Source: an optimization exercise on an open RTL-to-GDS flow (aim: small area, a short achievable clock period and few clock cycles per item). Production flows keep margins and buffers that such runs may drop.
Where RTL was checked, it was by simulation tests only, not by an equivalence proof against the original.
The RTL of run 4 was laid out without a check of its function.
Power figures rest on the tool's default switching activity, not on a simulated workload.

--- config.mk ---
export PLATFORM = sky130hd
export DESIGN_NAME = array
export DESIGN_NICKNAME = array
export VERILOG_FILES = /design/flow/design.v
export SDC_FILE = /design/flow/constraint.sdc
export NUM_CORES = 4
export LEC_CHECK = 0
export CAP_MARGIN = 20
export CORE_MARGIN = 2
export CORE_UTILIZATION = 45
export CTS_BUF_LIST = sky130_fd_sc_hd__clkbuf_4 sky130_fd_sc_hd__clkbuf_8
export SETUP_SLACK_MARGIN = 1.8
export SLEW_MARGIN = 20
export SYNTH_HIERARCHICAL = 1
export SYNTH_MINIMUM_KEEP_SIZE = 0
--- constraint.sdc ---
create_clock -name core_clock -period 6.5 [get_ports {clk}]
set_input_delay 1.3000 -clock core_clock [delete_from_list [all_inputs] [get_ports {clk}]]
set_output_delay 1.3000 -clock core_clock [all_outputs]
set_load 0.01 [all_outputs]
--- design.v ---
`timescale 1ns / 1ps
module booth_enc #(
    parameter W = 8
)(
    input  wire [W-1:0]   b,
    output wire [W/2-1:0] one,
    output wire [W/2-1:0] two,
    output wire [W/2-1:0] neg
);
    wire [W:0] bx = {b, 1'b0};
    genvar i;
    generate
        for (i = 0; i < W/2; i = i + 1) begin : dig
            assign one[i] = bx[2*i+1] ^ bx[2*i];
            assign two[i] = (bx[2*i+2] & ~bx[2*i+1] & ~bx[2*i]) |
                            (~bx[2*i+2] & bx[2*i+1] & bx[2*i]);
            assign neg[i] = bx[2*i+2];
        end
    endgenerate
endmodule
module mac_pe_8_bit #(
    parameter W = 8
)(
    input  wire clk,
    input  wire clear,
    input  wire [W-1:0] a,
    input  wire [W/2-1:0] one,
    input  wire [W/2-1:0] two,
    input  wire [W/2-1:0] neg,
    output reg  [2*W-1:0] product
);
    wire pp_0_0 = ((one[0] & a[0])) ^ neg[0];
    wire pp_0_1 = ((one[0] & a[1]) | (two[0] & a[0])) ^ neg[0];
    wire pp_0_2 = ((one[0] & a[2]) | (two[0] & a[1])) ^ neg[0];
    wire pp_0_3 = ((one[0] & a[3]) | (two[0] & a[2])) ^ neg[0];
    wire pp_0_4 = ((one[0] & a[4]) | (two[0] & a[3])) ^ neg[0];
    wire pp_0_5 = ((one[0] & a[5]) | (two[0] & a[4])) ^ neg[0];
    wire pp_0_6 = ((one[0] & a[6]) | (two[0] & a[5])) ^ neg[0];
    wire pp_0_7 = ((one[0] & a[7]) | (two[0] & a[6])) ^ neg[0];
    wire pp_0_8 = ~(((one[0] & a[7]) | (two[0] & a[7])) ^ neg[0]);
    wire pp_1_0 = ((one[1] & a[0])) ^ neg[1];
    wire pp_1_1 = ((one[1] & a[1]) | (two[1] & a[0])) ^ neg[1];
    wire pp_1_2 = ((one[1] & a[2]) | (two[1] & a[1])) ^ neg[1];
    wire pp_1_3 = ((one[1] & a[3]) | (two[1] & a[2])) ^ neg[1];
    wire pp_1_4 = ((one[1] & a[4]) | (two[1] & a[3])) ^ neg[1];
    wire pp_1_5 = ((one[1] & a[5]) | (two[1] & a[4])) ^ neg[1];
    wire pp_1_6 = ((one[1] & a[6]) | (two[1] & a[5])) ^ neg[1];
    wire pp_1_7 = ((one[1] & a[7]) | (two[1] & a[6])) ^ neg[1];
    wire pp_1_8 = ~(((one[1] & a[7]) | (two[1] & a[7])) ^ neg[1]);
    wire pp_2_0 = ((one[2] & a[0])) ^ neg[2];
    wire pp_2_1 = ((one[2] & a[1]) | (two[2] & a[0])) ^ neg[2];
    wire pp_2_2 = ((one[2] & a[2]) | (two[2] & a[1])) ^ neg[2];
    wire pp_2_3 = ((one[2] & a[3]) | (two[2] & a[2])) ^ neg[2];
    wire pp_2_4 = ((one[2] & a[4]) | (two[2] & a[3])) ^ neg[2];
    wire pp_2_5 = ((one[2] & a[5]) | (two[2] & a[4])) ^ neg[2];
    wire pp_2_6 = ((one[2] & a[6]) | (two[2] & a[5])) ^ neg[2];
    wire pp_2_7 = ((one[2] & a[7]) | (two[2] & a[6])) ^ neg[2];
    wire pp_2_8 = ~(((one[2] & a[7]) | (two[2] & a[7])) ^ neg[2]);
    wire pp_3_0 = ((one[3] & a[0])) ^ neg[3];
    wire pp_3_1 = ((one[3] & a[1]) | (two[3] & a[0])) ^ neg[3];
    wire pp_3_2 = ((one[3] & a[2]) | (two[3] & a[1])) ^ neg[3];
    wire pp_3_3 = ((one[3] & a[3]) | (two[3] & a[2])) ^ neg[3];
    wire pp_3_4 = ((one[3] & a[4]) | (two[3] & a[3])) ^ neg[3];
    wire pp_3_5 = ((one[3] & a[5]) | (two[3] & a[4])) ^ neg[3];
    wire pp_3_6 = ((one[3] & a[6]) | (two[3] & a[5])) ^ neg[3];
    wire pp_3_7 = ((one[3] & a[7]) | (two[3] & a[6])) ^ neg[3];
    wire pp_3_8 = ~(((one[3] & a[7]) | (two[3] & a[7])) ^ neg[3]);
    wire acc_0 = ~clear & product[0];
    wire acc_1 = ~clear & product[1];
    wire acc_2 = ~clear & product[2];
    wire acc_3 = ~clear & product[3];
    wire acc_4 = ~clear & product[4];
    wire acc_5 = ~clear & product[5];
    wire acc_6 = ~clear & product[6];
    wire acc_7 = ~clear & product[7];
    wire acc_8 = clear | product[8];
    wire acc_9 = ~clear & product[9];
    wire acc_10 = ~clear & product[10];
    wire acc_11 = ~clear & product[11];
    wire acc_12 = ~clear & product[12];
    wire acc_13 = ~clear & product[13];
    wire acc_14 = ~clear & product[14];
    wire acc_15 = ~clear & product[15];
    wire s0, c0;
    ha_cell u0 (.x(neg[2]), .y(acc_4), .s(s0), .co(c0));
    wire s1, c1;
    ha_cell u1 (.x(pp_0_5), .y(acc_5), .s(s1), .co(c1));
    wire s2, c2;
    fa_cell u2 (.x(pp_0_6), .y(neg[3]), .z(acc_6), .s(s2), .co(c2));
    wire s3, c3;
    ha_cell u3 (.x(pp_2_2), .y(pp_1_4), .s(s3), .co(c3));
    wire s4, c4;
    fa_cell u4 (.x(pp_1_5), .y(pp_0_7), .z(acc_7), .s(s4), .co(c4));
    wire s5, c5;
    ha_cell u5 (.x(pp_3_1), .y(pp_2_3), .s(s5), .co(c5));
    wire s6, c6;
    fa_cell u6 (.x(pp_1_6), .y(pp_0_8), .z(acc_8), .s(s6), .co(c6));
    wire s7, c7;
    ha_cell u7 (.x(pp_3_2), .y(pp_2_4), .s(s7), .co(c7));
    wire s8, c8;
    fa_cell u8 (.x(pp_2_5), .y(pp_1_7), .z(acc_9), .s(s8), .co(c8));
    wire s9, c9;
    ha_cell u9 (.x(pp_1_8), .y(acc_10), .s(s9), .co(c9));
    wire s10, c10;
    ha_cell u10 (.x(neg[1]), .y(acc_2), .s(s10), .co(c10));
    wire s11, c11;
    ha_cell u11 (.x(pp_0_3), .y(acc_3), .s(s11), .co(c11));
    wire s12, c12;
    fa_cell u12 (.x(pp_1_2), .y(pp_0_4), .z(s0), .s(s12), .co(c12));
    wire s13, c13;
    fa_cell u13 (.x(pp_2_1), .y(pp_1_3), .z(c0), .s(s13), .co(c13));
    wire s14, c14;
    fa_cell u14 (.x(s3), .y(c1), .z(pp_3_0), .s(s14), .co(c14));
    wire s15, c15;
    fa_cell u15 (.x(c2), .y(s5), .z(c3), .s(s15), .co(c15));
    wire s16, c16;
    fa_cell u16 (.x(c4), .y(s7), .z(c5), .s(s16), .co(c16));
    wire s17, c17;
    fa_cell u17 (.x(c6), .y(c7), .z(pp_3_3), .s(s17), .co(c17));
    wire s18, c18;
    fa_cell u18 (.x(s9), .y(pp_3_4), .z(pp_2_6), .s(s18), .co(c18));
    wire s19, c19;
    fa_cell u19 (.x(pp_3_5), .y(pp_2_7), .z(acc_11), .s(s19), .co(c19));
    wire s20, c20;
    ha_cell u20 (.x(pp_2_8), .y(acc_12), .s(s20), .co(c20));
    wire s21, c21;
    fa_cell u21 (.x(pp_0_0), .y(neg[0]), .z(acc_0), .s(s21), .co(c21));
    wire s22, c22;
    fa_cell u22 (.x(c21), .y(pp_0_1), .z(acc_1), .s(s22), .co(c22));
    wire s23, c23;
    fa_cell u23 (.x(pp_1_0), .y(pp_0_2), .z(s10), .s(s23), .co(c23));
    wire s24, c24;
    fa_cell u24 (.x(s11), .y(pp_1_1), .z(c10), .s(s24), .co(c24));
    wire s25, c25;
    fa_cell u25 (.x(s12), .y(c11), .z(pp_2_0), .s(s25), .co(c25));
    wire s26, c26;
    fa_cell u26 (.x(s13), .y(c12), .z(s1), .s(s26), .co(c26));
    wire s27, c27;
    fa_cell u27 (.x(s14), .y(s2), .z(c13), .s(s27), .co(c27));
    wire s28, c28;
    fa_cell u28 (.x(s15), .y(c14), .z(s4), .s(s28), .co(c28));
    wire s29, c29;
    fa_cell u29 (.x(s16), .y(c15), .z(s6), .s(s29), .co(c29));
    wire s30, c30;
    fa_cell u30 (.x(s17), .y(c16), .z(s8), .s(s30), .co(c30));
    wire s31, c31;
    fa_cell u31 (.x(c17), .y(s18), .z(c8), .s(s31), .co(c31));
    wire s32, c32;
    fa_cell u32 (.x(c18), .y(s19), .z(c9), .s(s32), .co(c32));
    wire s33, c33;
    fa_cell u33 (.x(c19), .y(s20), .z(pp_3_6), .s(s33), .co(c33));
    wire s34, c34;
    fa_cell u34 (.x(c20), .y(pp_3_7), .z(acc_13), .s(s34), .co(c34));
    wire s35, c35;
    ha_cell u35 (.x(pp_3_8), .y(acc_14), .s(s35), .co(c35));
    wire [15:0] row0 = {acc_15, s35, s34, s33, s32, s31, s30, s29, s28, s27, s26, s25, s24, s23, s22, s21};
    wire [15:0] row1 = {c35, c34, c33, c32, c31, c30, c29, c28, c27, c26, c25, c24, c23, c22, 1'b0, 1'b0};
    always @(posedge clk)
        product <= row0 + row1;
endmodule
module fa_cell (input wire x, input wire y, input wire z, output wire s, output wire co);
    assign s  = x ^ y ^ z;
    assign co = (x & y) | (x & z) | (y & z);
endmodule
module ha_cell (input wire x, input wire y, output wire s, output wire co);
    assign s  = x ^ y;
    assign co = x & y;
endmodule
module xfa_cell (input wire x, input wire y, input wire z, output wire s, output wire co);
    wire t;
    xor_cell u0 (.x(x), .y(y), .o(t));
    xor_cell u1 (.x(t), .y(z), .o(s));
    maj_cell u2 (.x(x), .y(y), .z(z), .o(co));
endmodule
module xor_cell (input wire x, input wire y, output wire o);
    assign o = x ^ y;
endmodule
module maj_cell (input wire x, input wire y, input wire z, output wire o);
    assign o = (x & y) | (x & z) | (y & z);
endmodule
`timescale 1ns / 1ps
module array #(
    parameter W = 8
)(
    input  wire clk,
    input  wire rst,
    input  wire start,
    input  wire signed [3*W-1:0] a,
    input  wire signed [3*W-1:0] b,
    output wire signed [9*2*W-1:0] result,
    output reg  result_valid
);
    reg beat1, beat2;
    reg accumulate;
    always @(posedge clk) begin
        if (rst) begin
            beat1        <= 1'b0;
            beat2        <= 1'b0;
            accumulate   <= 1'b0;
            result_valid <= 1'b0;
        end else begin
            beat1        <= start;
            beat2        <= beat1;
            accumulate   <= start | beat1;
            result_valid <= beat2;
        end
    end
    genvar i, j;
    generate
        for (j = 0; j < 3; j = j + 1) begin : enc
            wire [W/2-1:0] one, two, neg;
            booth_enc #(.W(W)) E (
                .b  (b[j*W +: W]),
                .one(one),
                .two(two),
                .neg(neg)
            );
        end
        for (i = 0; i < 3; i = i + 1) begin : row
            for (j = 0; j < 3; j = j + 1) begin : col
                mac_pe_8_bit PE (
                    .clk    (clk),
                    .clear  (~accumulate),
                    .a      (a[i*W +: W]),
                    .one    (enc[j].one),
                    .two    (enc[j].two),
                    .neg    (enc[j].neg),
                    .product(result[(i*3 + j)*2*W +: 2*W])
                );
            end
        end
    endgenerate
endmodule
--- flow/run.sh ---
#!/bin/bash
# The standard layout (the standard.sh, standard synthesis unchanged), with
# the port buffers that ORFS inserts before global placement made of the
# smallest plain buffer instead of ORFS's default choice; repair steps resize
# them where timing needs it.
set -euo pipefail
bash standard.sh "BUFFER_PORTS_ARGS=-buffer_cell sky130_fd_sc_hd__buf_1" finish > standard.log 2>&1
--- standard.sh ---
#!/bin/bash
# synth_recipe.tcl (not shown) runs the flow's synth.tcl, then flattens the netlist and writes it again
# the make line also repeats each setting of config.mk as NAME=value (left out here)
make -C /OpenROAD-flow-scripts/flow DESIGN_CONFIG=/design/flow/config.mk WORK_HOME=/design/flow/orfs CLKGATE_MAP_FILE= SYNTH_SCRIPT=/design/flow/synth_recipe.tcl "${@:-finish}"
==> results of run 1 <==
-- placed cells by master, fill, tap and decap left out, drive strengths merged, types with 36 or more instances in the layout --
cell      n
nand2b   45
a21o     45
o21ai   105
ha      207
nand2   102
dfxtp   148
buf     280
inv      56
a21oi   144
a22oi   252
clkbuf   36
fa      243
xnor2   351
nor2     36
xor2     90
nor2b   141
-- routing by layer --
metal	share of wire, %	wire length (um)	vias up
met5	0	0	-
met4	2.2	1370	0
met3	7.0	4250	78
met2	45	27600	582
met1	45	27600	8529
li1	-	-	8166
-- where the power goes --
part	leakage, uW	switching [uW]	internal, uW
registers	0.00125	270	1540
clock network	0.000257	420	560
logic	0.00837	6000	4680
-- logic make-up (layout without fill, tap and decap cells) --
kind of cell	after synthesis	in the layout	share of synthesized area, %
buf+inv	259	385	5.06
fa+ha+maj	450	450	34.4
flops	148	148	13.7
compound gates	595	595	18.2
xor+xnor	441	441	17.8
simple gates	420	420	10.8
-- per-module statistics from Yosys, one instance, submodules excluded, a selection --
module | times used | cell area [um^2] | cells inside | flops+latches
fa_cell | 234 | 20.0 | 1 | 0
mac_pe_8_bit | 9 | 1710 | 214 | 16
ha_cell | 90 | 12.5 | 1 | 0
array | 1 | 113 | 9 | 4
-- how the worst min path moves through the flow --
stage | from | endpoint | slack [ns] | depth (start not counted)
finish | beat2$_SDFF_PP0_ | result_valid$_SDFF_PP0_ | 0.45 | 1
global route | beat2$_SDFF_PP0_ | result_valid$_SDFF_PP0_ | 0.48 | 1
CTS | beat2$_SDFF_PP0_ | result_valid$_SDFF_PP0_ | 0.46 | 1
detailed placement | beat2$_SDFF_PP0_ | result_valid$_SDFF_PP0_ | 0.45 | 1
global placement | beat2$_SDFF_PP0_ | result_valid$_SDFF_PP0_ | 0.43 | 1
floorplan | beat2$_SDFF_PP0_ | result_valid$_SDFF_PP0_ | 0.41 | 1
-- worst max-delay path: stages --
cell and delay [ns]:
buf_8 0.18, buf_8 0.18, nand2b_1 0.08, o21ai_2 0.17
buf_6 0.19, a22oi_1 0.11, xnor2_1 0.17, ha_1 0.34
fa_1 0.56, fa_1 0.41, ha_1 0.37, a21oi_1 0.20
o21ai_1 0.10, and2b_1 0.16, or3b_1 0.38, xnor2_1 0.13
-- area by class of cell --
type / instances / area (um^2) / area share [%]
clock buffer: 20 / 269 / 1.12
clock inverter: 12 / 249 / 1.04
inverter: 55 / 209 / 0.871
multi-input combinational: 1906 / 17800 / 74.1
sequential: 148 / 2960 / 12.3
tap: 615 / 769 / 3.21
timing repair buffer: 298 / 1750 / 7.28
-- state kept, by name, summed over array words and instances, names as in the netlist --
name,flops
beat1,1
beat2,1
result_valid,1
row.col.PE.product,144
accumulate,1
-- per-stage QoR --
stage	instances	util (%)	worst slack [ns]	total power, uW
final	3054	50.4	1.92	13500
after global routing	3054	50.4	1.77	15000
after CTS	3033	49.5	1.79	13400
after detailed placement	3001	48.3	0.893	12300
after global placement	3001	48.3	0.997	12200
after floorplan	2313	-	1.80	10000
-- repair_timing --
item | in CTS | in global routing
gates cloned | 0 | 6
buffers inserted | 0 | 15
hold buffers | 0 | 0
endpoints found under the setup margin | 42 | 60
pin swaps | 0 | 7
gates resized for setup | 17 | 89
==> reports/results.ini, run 1 <==
[global_routing]
grt.busiest_layer = met2
grt_usage_pct = 24.6
grt_pass1_wl_mm = 96.4
overflow = 0
grtUsageMet3_pct = 4.73
grt_pass1_vias = 17529
gr-usage-met1_pct = 33.8
grt_max_degree = 66
gr-usage-met2_pct = 38.9
grt_antenna_before_repair = 0

[power]
power.leakage_uw = 0.00988
p_per_area_nw_per_um2 = 562
ir_drop_mv = 0.465

[clock_network]
cts_tree = yes
cts_max_path_buffers = 2
cts_root_buffer = clkbuf_8
clock-sinks = 148
clk-insertion-delay-late_ns = 0.59
clk_pin_slew_ns = 0.08
cts_inserted_buffers = 17
htree_levels = 4

[cells_and_area]
insertedDiodeCount = 0
fill_cells = 4489
layout.nets = 2927
syn_to_final_growth_pct = 10.8
drive_above_1_share_pct = 9.59
final_area_um2 = 24000

[routing]
viasPerCell = 5.68
drc = 0
dr.first_iter.drc_count = 1278
wl_mm = 60.8
ant_nets = 0
first_pass_iters = 8
wl_per_cell_um = 19.9
vias = 17355

[floorplanning]
coreArea_um2 = 47600
dieArea_um2 = 49900
chipWidth_um = 223
rows = 80
die_h_um = 223
ioPinCount = 196
start_util_pct = 45.4

[placement]
io_buffers = 195
place_area_um2 = 23000
dp.final_hpwl_mm = 45.2
gp_congestion = 0.894

[sta]
holdWs_ns = 0.454
hold_viol_final = 0
fin_tns_setup_ns = 0
finClkSkew_ns = 0.0203
slew_viol_final = 0
finalCriticalPeriod_ns = 4.58
fin_crit_sh_pct = 70.4
setup_violations = 0
max_slew.worst_pin.slew_ns = 0.766
maxSlewHeadroom_pct = 48.9
fmax_ghz = 0.219
rsz0062_at_grt = yes

[worst_setup_path]
r2r_cells = 12
rr_endpoint = row[2].col[2].PE.product[15]$_DFF_P_
crit_arrival_ns = 5.04
startpoint = b[21]
crit_path_end = row[2].col[2].PE.product[15]$_DFF_P_
timing.rr.start = accumulate$_SDFF_PP0_
path_class = input pin to flop
cp.required_ns = 6.97
crit_path_start_kind = input pin
path_max_fanout = 15
worstSetupEndpointType = flop
r2r_setup_slack_ns = 2.26

[synth]
syn_nets = 2814
synth_enable_flop_cells = 0
yosysWarnings = 8
synth.distinct_cells = 36
synthArstFlopShare_pct = 0
yosysSeqAreaShare_pct = 13.7
synth_ff_type = dfxtp_1
synth_commonest_cells = 351 x xnor2_1, 252 x a22oi_1, 243 x fa_1
synth_cells = 2313
synth_top_area_share_pct = 22.5
synth_area_leader_cell = fa_1
syn_area_um2 = 21700
ys_ff_latch = 148
syn_area_per_cell_um2 = 9.36
yosysMostFrequentCell = xnor2_1
netlist_top_cells_area = fa_1 22%, xnor2_1 14%, dfxtp_1 14%

[worst_hold_path]
hp-class = flop to flop

[run_status]
status = timing/DRC/antenna clean

[flow_run]
maxCapViolCount = 0

Testbench counts, summed over its fixed seeds: cycles 14,408, items 4,800.
==> run 2: changes to the inputs <==
--- a/config.mk
+++ b/config.mk
@@ -10,5 +10,5 @@
 export CORE_UTILIZATION = 45
 export CTS_BUF_LIST = sky130_fd_sc_hd__clkbuf_4 sky130_fd_sc_hd__clkbuf_8
-export SETUP_SLACK_MARGIN = 1.8
+export SETUP_SLACK_MARGIN = 1.9
 export SLEW_MARGIN = 20
 export SYNTH_HIERARCHICAL = 1
==> reports/results.ini, run 2 <==
[routing]
first_pass_iters = 8
vias = 17580
drc = 0
wl_mm = 61.1
dr.first_iter.drc_count = 1249
ant_nets = 0
viasPerCell = 5.73
wl_per_cell_um = 19.9

[sta]
slew_viol_final = 0
setup_violations = 0
max_slew.worst_pin.slew_ns = 0.781
rsz0062_at_grt = yes
maxSlewHeadroom_pct = 48.0
fmax_ghz = 0.222
hold_viol_final = 0
finalCriticalPeriod_ns = 4.51
fin_crit_sh_pct = 69.4
finClkSkew_ns = 0.0152
fin_tns_setup_ns = 0

[power]
ir_drop_mv = 0.361
power_uw = 14300
p_per_area_nw_per_um2 = 580
power.leakage_uw = 0.00998

[floorplanning]
coreArea_um2 = 47600
dieArea_um2 = 49900
chipWidth_um = 223
rows = 80
die_h_um = 223
ioPinCount = 196
start_util_pct = 45.4

[clock_network]
cts_inserted_buffers = 17
postCtsHoldBufs = 0
clk_pin_slew_ns = 0.09
clock-sinks = 148
cts_root_buffer = clkbuf_8
htree_levels = 4
clk-insertion-delay-late_ns = 0.59
cts_max_path_buffers = 2
cts_tree = yes

[synth]
syn_area_um2 = 21700
synth_enable_flop_cells = 0
synth_top_area_share_pct = 22.5
synthArstFlopShare_pct = 0
synth_ff_type = dfxtp_1
synth.distinct_cells = 36
synth_area_leader_cell = fa_1
yosysWarnings = 8
synth_commonest_cells = 351 x xnor2_1, 252 x a22oi_1, 243 x fa_1
ys_ff_latch = 148
syn_nets = 2814
yosysSeqAreaShare_pct = 13.7
netlist_top_cells_area = fa_1 22%, xnor2_1 14%, dfxtp_1 14%
syn_area_per_cell_um2 = 9.36
synth_cells = 2313
yosysMostFrequentCell = xnor2_1

[cells_and_area]
fill_cells = 4428
layout.nets = 2942
largest_register = row.col.PE.product
mostFrequentLayoutCells = 351 x xnor2_1, 251 x a22oi_1, 241 x fa_1, 176 x ha_1, 173 x buf_1
largest_reg_flops = 144
drive_above_1_share_pct = 11.6
syn_to_final_growth_pct = 13.8
layout_commonest_cell = xnor2_1

[worst_setup_path]
crit_arrival_ns = 5.00
path_common_cell = fa_1
path_max_fanout = 16
crit_path_start_kind = input pin
path_class = input pin to flop
slowest_delay_ns = 0.61
critical_path.cell_chain = buf_8 -> nand2_1 -> o22ai_4 -> buf_6 -> o21ai_0 -> xor2_1 -> ha_1 -> fa_1 -> fa_1 -> ha_4 -> a21oi_2 -> o21ai_1 -> and2b_1 -> or3b_1 -> xnor2_1
startpoint = b[1]
timing.rr.start = accumulate$_SDFF_PP0_
cp.required_ns = 6.98
cp_slowest_cell = fa_1
worstSetupEndpointType = flop

[global_routing]
grt_pass1_vias = 17850
grt_antenna_before_repair = 1
grt_pass1_wl_mm = 96.7
grt_usage_pct = 24.6
grt_max_degree = 79
overflow = 0

[placement]
dp.final_hpwl_mm = 44.8
io_buffers = 195
gp_congestion = 0.882

[flow_run]
maxCapViolCount = 0

[run_status]
status = timing/DRC/antenna clean

[worst_hold_path]
worstHoldStart = beat2$_SDFF_PP0_
hp-class = flop to flop

[run 2: power by group]
group          switching [uW]  internal [uW]  total (uW)
Clock                     418            430         848
Combinational            6310           5330       11600
Sequential                264           1550        1810
Total                    7000           7310       14300
[run 2: worst max-delay path, delay by kind of cell]
family                     cells  cell delay, ns
xor gates and xnor gates       2            0.36
adders and majority gates      4            1.60
buffers and inverters          2            0.41
AOI/OAI and AO/OA              4            0.65
and+or+nand+nor                3            0.67
[run 2: cell families (layout without fill, tap and decap cells)]
family	count (synthesis)	after routing	synth area share [%]
adder cells (fa/ha/maj)	450	450	34.4
AO/OA/AOI/OAI	595	595	18.2
other	0	1	0
flip-flops	148	148	13.7
AND/OR/NAND/NOR	420	420	10.8
XOR/XNOR	441	441	17.8
buffers and inverters	259	400	5.06
[run 2: layer usage]
layer  GRT usage [%]  wire length, um  part of all wire [%]  up-vias
met3            5.79             4410                   7.2       75
met1            32.7            26500                    43     8719
met5               0                0                     0        -
met4            8.19             1500                   2.5        0
met2            39.6            28700                    47      597
li1                -                -                     -     8189
[run 2: cell type report]
type / instances / area [um^2] / share of cell area, %
multi-input combinational: 1906 / 18300 / 74.2
sequential: 148 / 2960 / 12.0
timing repair buffer: 313 / 1960 / 7.96
tap: 615 / 769 / 3.12
clock buffer: 19 / 255 / 1.04
inverter: 55 / 211 / 0.858
clock inverter: 13 / 183 / 0.741
antenna: 1 / 2.50 / 0.0102
[run 2: metrics by stage]
stage                     area (um^2)  util, %  hold slack [ns]  instances  setup slack (ns)
after floorplan                 22100        -            0.414       2313              1.90
after global placement          23300     48.9            0.443       2996             0.655
after detailed placement        23300     49.0            0.461       2998             0.636
after CTS                       24000     50.4            0.473       3037              1.90
after global routing            24600     51.7            0.478       3070              1.87
final                           24600     51.7            0.466       3070              1.99
[run 2: path summary, 6_finish.rpt]
path | slack (ns) | to | depth (start not counted)
max | 1.99 | row[1].col[0].PE.product[15]$_DFF_P_ | 15
min | 0.47 | result_valid$_SDFF_PP0_ | 1
max reg2reg | 2.37 | row[0].col[1].PE.product[15]$_DFF_P_ | 12
min reg2reg | 0.47 | result_valid$_SDFF_PP0_ | 1
[run 2: modules after synthesis (local to each module, per instance), a selection]
module | cells inside | cell area [um^2] | flip-flops and latches | times used
array | 9 | 113 | 4 | 1
ha_cell | 1 | 12.5 | 0 | 90
fa_cell | 1 | 20.0 | 0 | 234
mac_pe_8_bit | 214 | 1710 | 16 | 9
[run 2: timing repair]
item                                    4_1_cts  5_1_grt
gates resized for setup                      47       87
gates cloned                                  1        6
endpoints found under the setup margin       71       60
buffers inserted                              6       26
pin swaps                                     2        9
==> run 3: changes to the inputs <==
--- a/config.mk
+++ b/config.mk
@@ -10,5 +10,5 @@
 export CORE_UTILIZATION = 45
 export CTS_BUF_LIST = sky130_fd_sc_hd__clkbuf_4 sky130_fd_sc_hd__clkbuf_8
-export SETUP_SLACK_MARGIN = 1.9
+export SETUP_SLACK_MARGIN = 1.85
 export SLEW_MARGIN = 20
 export SYNTH_HIERARCHICAL = 1
==> reports/results.ini, run 3 <==
[power]
power.leakage_uw = 0.00975
ir_drop_mv = 0.251
p_per_area_nw_per_um2 = 579

[global_routing]
overflow = 0
grt_pass1_wl_mm = 98.0
grt_usage_pct = 25.0
grt_antenna_before_repair = 1
grt_pass1_vias = 17638
grt_max_degree = 54

[cells_and_area]
largest_register = row.col.PE.product
largest_reg_flops = 144
fill_cells = 4512
mostFrequentLayoutCells = 349 x xnor2_1, 250 x a22oi_1, 243 x fa_1, 185 x ha_1, 175 x buf_1
final_cells = 3041
layout.nets = 2915
layout_commonest_cell = xnor2_1
syn_to_final_growth_pct = 10.9
fin_util_pct = 50.4
drive_above_1_share_pct = 9.81

[synth]
ys_ff_latch = 148
synth_commonest_cells = 351 x xnor2_1, 252 x a22oi_1, 243 x fa_1
syn_nets = 2814
synth_top_area_share_pct = 22.5
syn_area_per_cell_um2 = 9.36
yosysMostFrequentCell = xnor2_1
synth_ff_type = dfxtp_1
netlist_top_cells_area = fa_1 22%, xnor2_1 14%, dfxtp_1 14%
synth.distinct_cells = 36
synth_area_leader_cell = fa_1
yosysSeqAreaShare_pct = 13.7
syn_area_um2 = 21700
synthArstFlopShare_pct = 0
yosysWarnings = 8
synth_cells = 2313
synth_enable_flop_cells = 0

[run_status]
status = timing/DRC/antenna clean

[sta]
maxSlewHeadroom_pct = 47.1
hold_viol_final = 0
fmax_ghz = 0.220
slew_viol_final = 0
finClkSkew_ns = 0.0167
finalCriticalPeriod_ns = 4.55
setup_violations = 0
fin_tns_setup_ns = 0
fin_crit_sh_pct = 70.0
max_slew.worst_pin.slew_ns = 0.794
rsz0062_at_grt = yes

[clock_network]
htree_levels = 4
clk_pin_slew_ns = 0.09
postCtsHoldBufs = 0
cts_max_path_buffers = 2
clk-insertion-delay-late_ns = 0.59
cts_root_buffer = clkbuf_8
cts_tree = yes
clock-sinks = 148
cts_inserted_buffers = 17

[worst_setup_path]
crit_arrival_ns = 5.06
crit_cells = 15
r2r_cells = 12
slowest_delay_ns = 0.50
path_class = input pin to flop
cp_slowest_cell = fa_1
r2r_setup_slack_ns = 2.24
critical_path_buf_inv_count = 2
cp.required_ns = 7.01
worstSetupEndpointType = flop
crit_path_start_kind = input pin
timing.rr.start = accumulate$_SDFF_PP0_
cp_top_family = adder cells
critical_path.cell_chain = buf_4 -> nand2b_1 -> o21ai_2 -> buf_6 -> a22oi_1 -> xnor2_1 -> ha_1 -> fa_1 -> fa_1 -> ha_1 -> and2_1 -> nand3_1 -> a2111oi_1 -> or3b_1 -> xnor2_1
rr_endpoint = row[0].col[0].PE.product[14]$_DFF_P_
path_max_fanout = 16

[floorplanning]
rows = 80
start_util_pct = 45.4
ioPinCount = 196
dieArea_um2 = 49900
die_h_um = 223
coreArea_um2 = 47600
chipWidth_um = 223

[routing]
vias = 17237
top_layer = met4
dr.first_iter.drc_count = 1386
first_pass_iters = 6
ant_nets = 0
wirelength_met1_mm = 27.6
viasPerCell = 5.67
drc = 0
wl_per_cell_um = 20.3
wl_mm = 61.8
dr_wl_met2_mm = 28.9
route.met3.wl_mm = 3.71

[placement]
io_buffers = 195
gp_congestion = 0.852
placed_cells = 2997
dp.final_hpwl_mm = 45.4

[flow_run]
maxCapViolCount = 0

[worst_hold_path]
worstHoldStart = beat2$_SDFF_PP0_
holdPathStages = 1
hp-class = flop to flop
timing.hold.worst_endpoint = result_valid$_SDFF_PP0_

==> run 3: metrics by stage <==
stage	total power [uW]	hold WS, ns	area [um^2]	setup slack, ns
detailed placement	12800	0.450	23200	0.892
floorplan	10500	0.414	21900	1.86
global route	15400	0.497	24000	1.77
finish	13900	0.468	24000	1.95
CTS	13700	0.469	23600	1.83
global placement	12700	0.432	23200	0.999
==> run 3: area by class of cell <==
class,count,area [um^2],share of cell area (%)
sequential,148,2960,12.3
clock inverter,4,72.6,0.302
multi-input combinational,1906,18100,75.4
inverter,55,209,0.870
antenna,1,2.50,0.0104
clock buffer,26,320,1.33
timing repair buffer,286,1580,6.58
tap,615,769,3.21
==> run 3: how the worst max path moves through the flow <==
stage	slack, ns	to	startpoint
final	1.95	row[1].col[2].PE.product[15]$_DFF_P_	b[21]
after global routing	1.77	row[1].col[2].PE.product[15]$_DFF_P_	b[17]
after CTS	1.83	row[1].col[1].PE.product[15]$_DFF_P_	b[13]
after detailed placement	0.89	row[1].col[1].PE.product[15]$_DFF_P_	b[15]
after global placement	1.0	row[1].col[1].PE.product[13]$_DFF_P_	b[13]
after floorplan	1.86	row[0].col[0].PE.product[15]$_DFF_P_	b[2]
==> run 3: kinds of logic (layout without fill, tap and decap cells) <==
logic type,after synthesis,after routing,synth area share (%)
AOI/OAI and AO/OA,595,595,18.2
adders and majority gates,450,450,34.4
xor gates and xnor gates,441,441,17.8
and+or+nand+nor,420,420,10.8
buffers and inverters,259,371,5.06
DFF,148,148,13.7
other,0,1,0
==> run 3: power breakdown <==
group	switching (uW)	total, uW	leakage [uW]	internal [uW]
Combinational	6200	11300	0.00830	5060
Clock	408	800	0.000204	392
Sequential	303	1850	0.00125	1550
Total	6910	13900	0.00975	7000
==> run 3: per-module statistics from Yosys (local to each module, per instance), a selection <==
module	cells	times used
ha_cell	1	90
mac_pe_8_bit	214	9
fa_cell	1	234
array	9	1
==> run 3: layer usage <==
layer  GRT usage (%)  vias to the layer above
met2            40.4                      543
met1            34.2                     8496
met5               0                        -
met4            7.85                        0
met3            4.43                       68
li1                -                     8130
==> run 3: timing repair <==
action,4_1_cts,5_1_grt
pin swaps,0,5
gates cloned,0,7
resized for setup,20,99
endpoints found under the setup margin,58,61
setup buffers,0,6
==> run 3: worst register-to-register path, stage by stage (launching register included) <==
cell and delay [ns]:
dfxtp_1 0.33, inv_4 0.42, buf_4 0.59, nor2b_1 0.18, fa_1 0.43, fa_1 0.52, fa_1 0.42, ha_1 0.37
o211ai_1 0.11, a21oi_1 0.23, o21ai_0 0.18, o21ai_0 0.25, xor2_1 0.16
==> run 4: changes to the inputs <==
--- a/design.v
+++ b/design.v
@@ -125,7 +125,7 @@
     ha_cell u20 (.x(pp_2_8), .y(acc_12), .s(s20), .co(c20));
     wire s21, c21;
-    fa_cell u21 (.x(pp_0_0), .y(neg[0]), .z(acc_0), .s(s21), .co(c21));
+    ha_cell u21 (.x(neg[0]), .y(acc_0), .s(s21), .co(c21));
     wire s22, c22;
-    fa_cell u22 (.x(c21), .y(pp_0_1), .z(acc_1), .s(s22), .co(c22));
+    ha_cell u22 (.x(pp_0_1), .y(acc_1), .s(s22), .co(c22));
     wire s23, c23;
     fa_cell u23 (.x(pp_1_0), .y(pp_0_2), .z(s10), .s(s23), .co(c23));
@@ -154,6 +154,6 @@
     wire s35, c35;
     ha_cell u35 (.x(pp_3_8), .y(acc_14), .s(s35), .co(c35));
-    wire [15:0] row0 = {acc_15, s35, s34, s33, s32, s31, s30, s29, s28, s27, s26, s25, s24, s23, s22, s21};
-    wire [15:0] row1 = {c35, c34, c33, c32, c31, c30, c29, c28, c27, c26, c25, c24, c23, c22, 1'b0, 1'b0};
+    wire [15:0] row0 = {acc_15, s35, s34, s33, s32, s31, s30, s29, s28, s27, s26, s25, s24, s23, s22, pp_0_0};
+    wire [15:0] row1 = {c35, c34, c33, c32, c31, c30, c29, c28, c27, c26, c25, c24, c23, c22, c21, s21};
     always @(posedge clk)
         product <= row0 + row1;
==> flow/run.sh (replaced) <==
#!/bin/bash
# The standard layout (the standard.sh, standard synthesis unchanged), with
# the port buffers that ORFS inserts before global placement made of the
# smallest plain buffer instead of ORFS's default choice; flow/pre_resize.tcl
# then gives the input-port buffers a buf_4's drive before the first repair.
# Repair steps resize any of them further where timing needs it.
set -euo pipefail
bash standard.sh "BUFFER_PORTS_ARGS=-buffer_cell sky130_fd_sc_hd__buf_1" "PRE_RESIZE_TCL=$PWD/flow/pre_resize.tcl" finish > standard.log 2>&1
==> flow/pre_resize.tcl (new file) <==
# Before ORFS's first repair_design: give every input-port buffer (inserted
# as buf_1 by buffer_ports) the drive strength of a buf_4, since each input
# fans out to many gates. Output-port buffers stay buf_1.
set n 0
foreach bt [[ord::get_db_block] getBTerms] {
  if {[$bt getIoType] ne "INPUT"} { continue }
  set net [$bt getNet]
  if {$net eq "NULL"} { continue }
  foreach it [$net getITerms] {
    set inst [$it getInst]
    if {[[$inst getMaster] getName] eq "sky130_fd_sc_hd__buf_1"} {
      replace_cell [get_cells [$inst getName]] sky130_fd_sc_hd__buf_4
      incr n
    }
  }
}
puts "pre_resize: $n input buffers set to buf_4"
--- a/config.mk
+++ b/config.mk
@@ -8,7 +8,7 @@
 export CAP_MARGIN = 20
 export CORE_MARGIN = 2
-export CORE_UTILIZATION = 45
+export CORE_UTILIZATION = 40
 export CTS_BUF_LIST = sky130_fd_sc_hd__clkbuf_4 sky130_fd_sc_hd__clkbuf_8
-export SETUP_SLACK_MARGIN = 1.85
+export SETUP_SLACK_MARGIN = 1.75
 export SLEW_MARGIN = 20
 export SYNTH_HIERARCHICAL = 1
==> reports/results.ini, run 4 <==
[routing]
drc = 0
first_pass_iters = 6
vias = 18178
wl_per_cell_um = 20.0
wl_mm = 64.3
viasPerCell = 5.65
ant_nets = 0
dr.first_iter.drc_count = 1159

[cells_and_area]
largest_reg_flops = 144
syn_to_final_growth_pct = 10.1
final_cells = 3216
mostFrequentLayoutCells = 378 x xnor2_1, 252 x a22oi_1, 243 x ha_1, 225 x fa_1, 149 x nor2b_1
layout.nets = 2973
largest_register = row.col.PE.product
drive_above_1_share_pct = 12.6
layout_commonest_cell = xnor2_1

[synth]
yosysSeqAreaShare_pct = 13.2
ys_ff_latch = 148
syn_area_per_cell_um2 = 9.50
synth_top_area_share_pct = 20.0
synth_area_leader_cell = fa_1
synth_enable_flop_cells = 0
syn_nets = 2886
synthArstFlopShare_pct = 0
yosysWarnings = 8
synth_cells = 2367
synth_commonest_cells = 378 x xnor2_1, 252 x a22oi_1, 243 x ha_1
syn_area_um2 = 22500
synth.distinct_cells = 44
synth_ff_type = dfxtp_1
netlist_top_cells_area = fa_1 20%, xnor2_1 15%, ha_1 14%
yosysMostFrequentCell = xnor2_1

[global_routing]
grt_antenna_before_repair = 1
grt_pass1_vias = 18527
overflow = 0
grt_pass1_wl_mm = 101
grt_max_degree = 59
grt_usage_pct = 22.3

[worst_setup_path]
path_class = input pin to flop
crit_arrival_ns = 5.10
critical_path_buf_inv_count = 3
cp.required_ns = 6.97
slowest_delay_ns = 0.52
cp_top_family = adder cells
worstSetupEndpointType = flop
cp_slowest_cell = fa_1
path_max_fanout = 16
crit_path_start_kind = input pin
critical_path.cell_chain = clkbuf_2 -> buf_8 -> nand2b_1 -> o22ai_2 -> buf_6 -> a22oi_1 -> xnor2_1 -> fa_1 -> fa_1 -> fa_1 -> ha_1 -> a21oi_1 -> o21ai_1 -> a31oi_1 -> o31ai_2 -> xnor2_1
path_common_cell = fa_1

[sta]
fin_crit_sh_pct = 71.3
fmax_ghz = 0.216
fin_tns_setup_ns = 0
rsz0062_at_grt = yes
hold_viol_final = 0
holdWs_ns = 0.447
finalCriticalPeriod_ns = 4.63
finClkSkew_ns = 0.0250
fin_ws_ns = 1.87
maxSlewHeadroom_pct = 50.8
max_slew.worst_pin.slew_ns = 0.738
slew_viol_final = 0
setup_violations = 0

[flow_run]
maxCapViolCount = 0

[placement]
placed_cells = 3165
io_buffers = 195
place_ws_ns = 0.771
gp_congestion = 0.854
dp.final_hpwl_mm = 47.9

[clock_network]
cts_inserted_buffers = 17
cts_tree = yes
htree_levels = 4
cts_max_path_buffers = 2
clk_pin_slew_ns = 0.09
clock-sinks = 148
cts_root_buffer = clkbuf_8
clk-insertion-delay-late_ns = 0.59

[run_status]
status = timing/DRC/antenna clean

[floorplanning]
dieArea_um2 = 58100
ioPinCount = 196
coreArea_um2 = 55300
rows = 86
die_h_um = 241
start_util_pct = 40.7
chipWidth_um = 241

[power]
power.leakage_uw = 0.00973
p_per_area_nw_per_um2 = 579
ir_drop_mv = 0.295
power_uw = 14300

[worst_hold_path]
hp-class = flop to flop

[run 4: timing repair]
item | 4_1_cts | 5_1_grt
gates resized for setup | 10 | 42
pin swaps | 0 | 10
setup endpoints to repair | 29 | 48
buffers inserted | 0 | 14
hold buffers | 0 | 0
gates cloned | 0 | 4
[run 4: worst paths after layout]
check             cells after the start             startpoint  slack (ns)                                   end
setup / recovery                     16                  b[11]        1.87  row[0].col[1].PE.product[15]$_DFF_P_
setup reg to reg                     12  accumulate$_SDFF_PP0_        2.13   row[2].col[0].PE.product[9]$_DFF_P_
hold reg to reg                       1       beat2$_SDFF_PP0_        0.45               result_valid$_SDFF_PP0_
hold / removal                        1       beat2$_SDFF_PP0_        0.45               result_valid$_SDFF_PP0_
[run 4: metrics by stage]
stage	area (um^2)	util (%)
floorplan	22500	-
global placement	23900	43.2
detailed placement	24100	43.5
CTS	24500	44.3
global route	24800	44.8
finish	24800	44.8
[run 4: metal layers]
metal | routed length (um) | vias to the layer above | part of all wire [%] | GRT usage [%]
met5 | 0 | - | 0 | 0
met2 | 29800 | 575 | 46 | 35.5
met4 | 1730 | 0 | 2.7 | 7.63
met1 | 28600 | 9040 | 44 | 29.6
li1 | - | 8475 | - | -
met3 | 4160 | 88 | 6.5 | 5.11
[run 4: worst reg2reg max path, delay by kind of cell (launching register included)]
| family | cells | cell delay [ns] |
|---|---|---|
| adder cells (fa/ha/maj) | 4 | 1.65 |
| buffers and inverters | 2 | 1.05 |
| AO/OA/AOI/OAI | 4 | 0.86 |
| flip-flops | 1 | 0.33 |
| AND/OR/NAND/NOR | 1 | 0.19 |
| XOR/XNOR | 1 | 0.16 |
[run 4: Yosys stat by module, one instance, submodules excluded, excerpt]
module	cells inside	area, um^2
mac_pe_8_bit	220	1810
array	9	113
fa_cell	1	20.0
ha_cell	1	12.5
[run 4: area by class of cell]
| class | instances | area (um^2) |
|---|---|---|
| repair buffers | 290 | 1680 |
| diodes | 1 | 2.50 |
| well taps | 748 | 936 |
| clock buffers | 21 | 264 |
| clock inverters | 11 | 153 |
| multi-input cells | 1960 | 18600 |
| flip-flops and latches | 148 | 2960 |
| fillers | 5382 | 30500 |
| inverters | 37 | 141 |
[run 4: logic make-up after synthesis]
family / synth area share [%]
AOI/OAI and AO/OA: 21.2
xor gates and xnor gates: 17.5
adders and majority gates: 33.6
buffers and inverters: 4.72
DFF: 13.2
and+or+nand+nor: 9.83
[run 4: power breakdown]
group          leakage, uW  internal [uW]  switching [uW]
sequential         0.00125           1560             262
combinational      0.00828           5150            6530
clock             0.000204            397             447

[what the ideal ports hide]
In the flow no input, the clock included, has a driving cell. The finished layouts below were timed again as built, in two steps.
Step 1 assumes that a clkbuf_16 drives the clock port and a buf_2 every other input.
Step 2 moves the port delays by t, midway between the first and last clock arrival at a register: inputs arrive t later, outputs are due t later. That takes back most of the time a late clock gives input paths.
Three values: ideal ports, drivers, drivers and shift; two values: the first two.
run | t, ns | setup slack, ns | worst setup path after step 2
run 1 | 0.625 | 1.925 / 1.908 / 1.282 | input to register
run 2 | 0.630 | 1.988 / 1.974 / 1.344 | input to register
run 3 | 0.631 | 1.948 / 1.953 / 1.322 | input to register
run 4 | 0.633 | 1.866 / 1.881 / 1.249 | input to register
After both steps setup and hold are still met in every run listed. For run 2, which loses most, drivers alone change the setup slack by -0.014 ns; drivers and shift together by -0.644 ns.
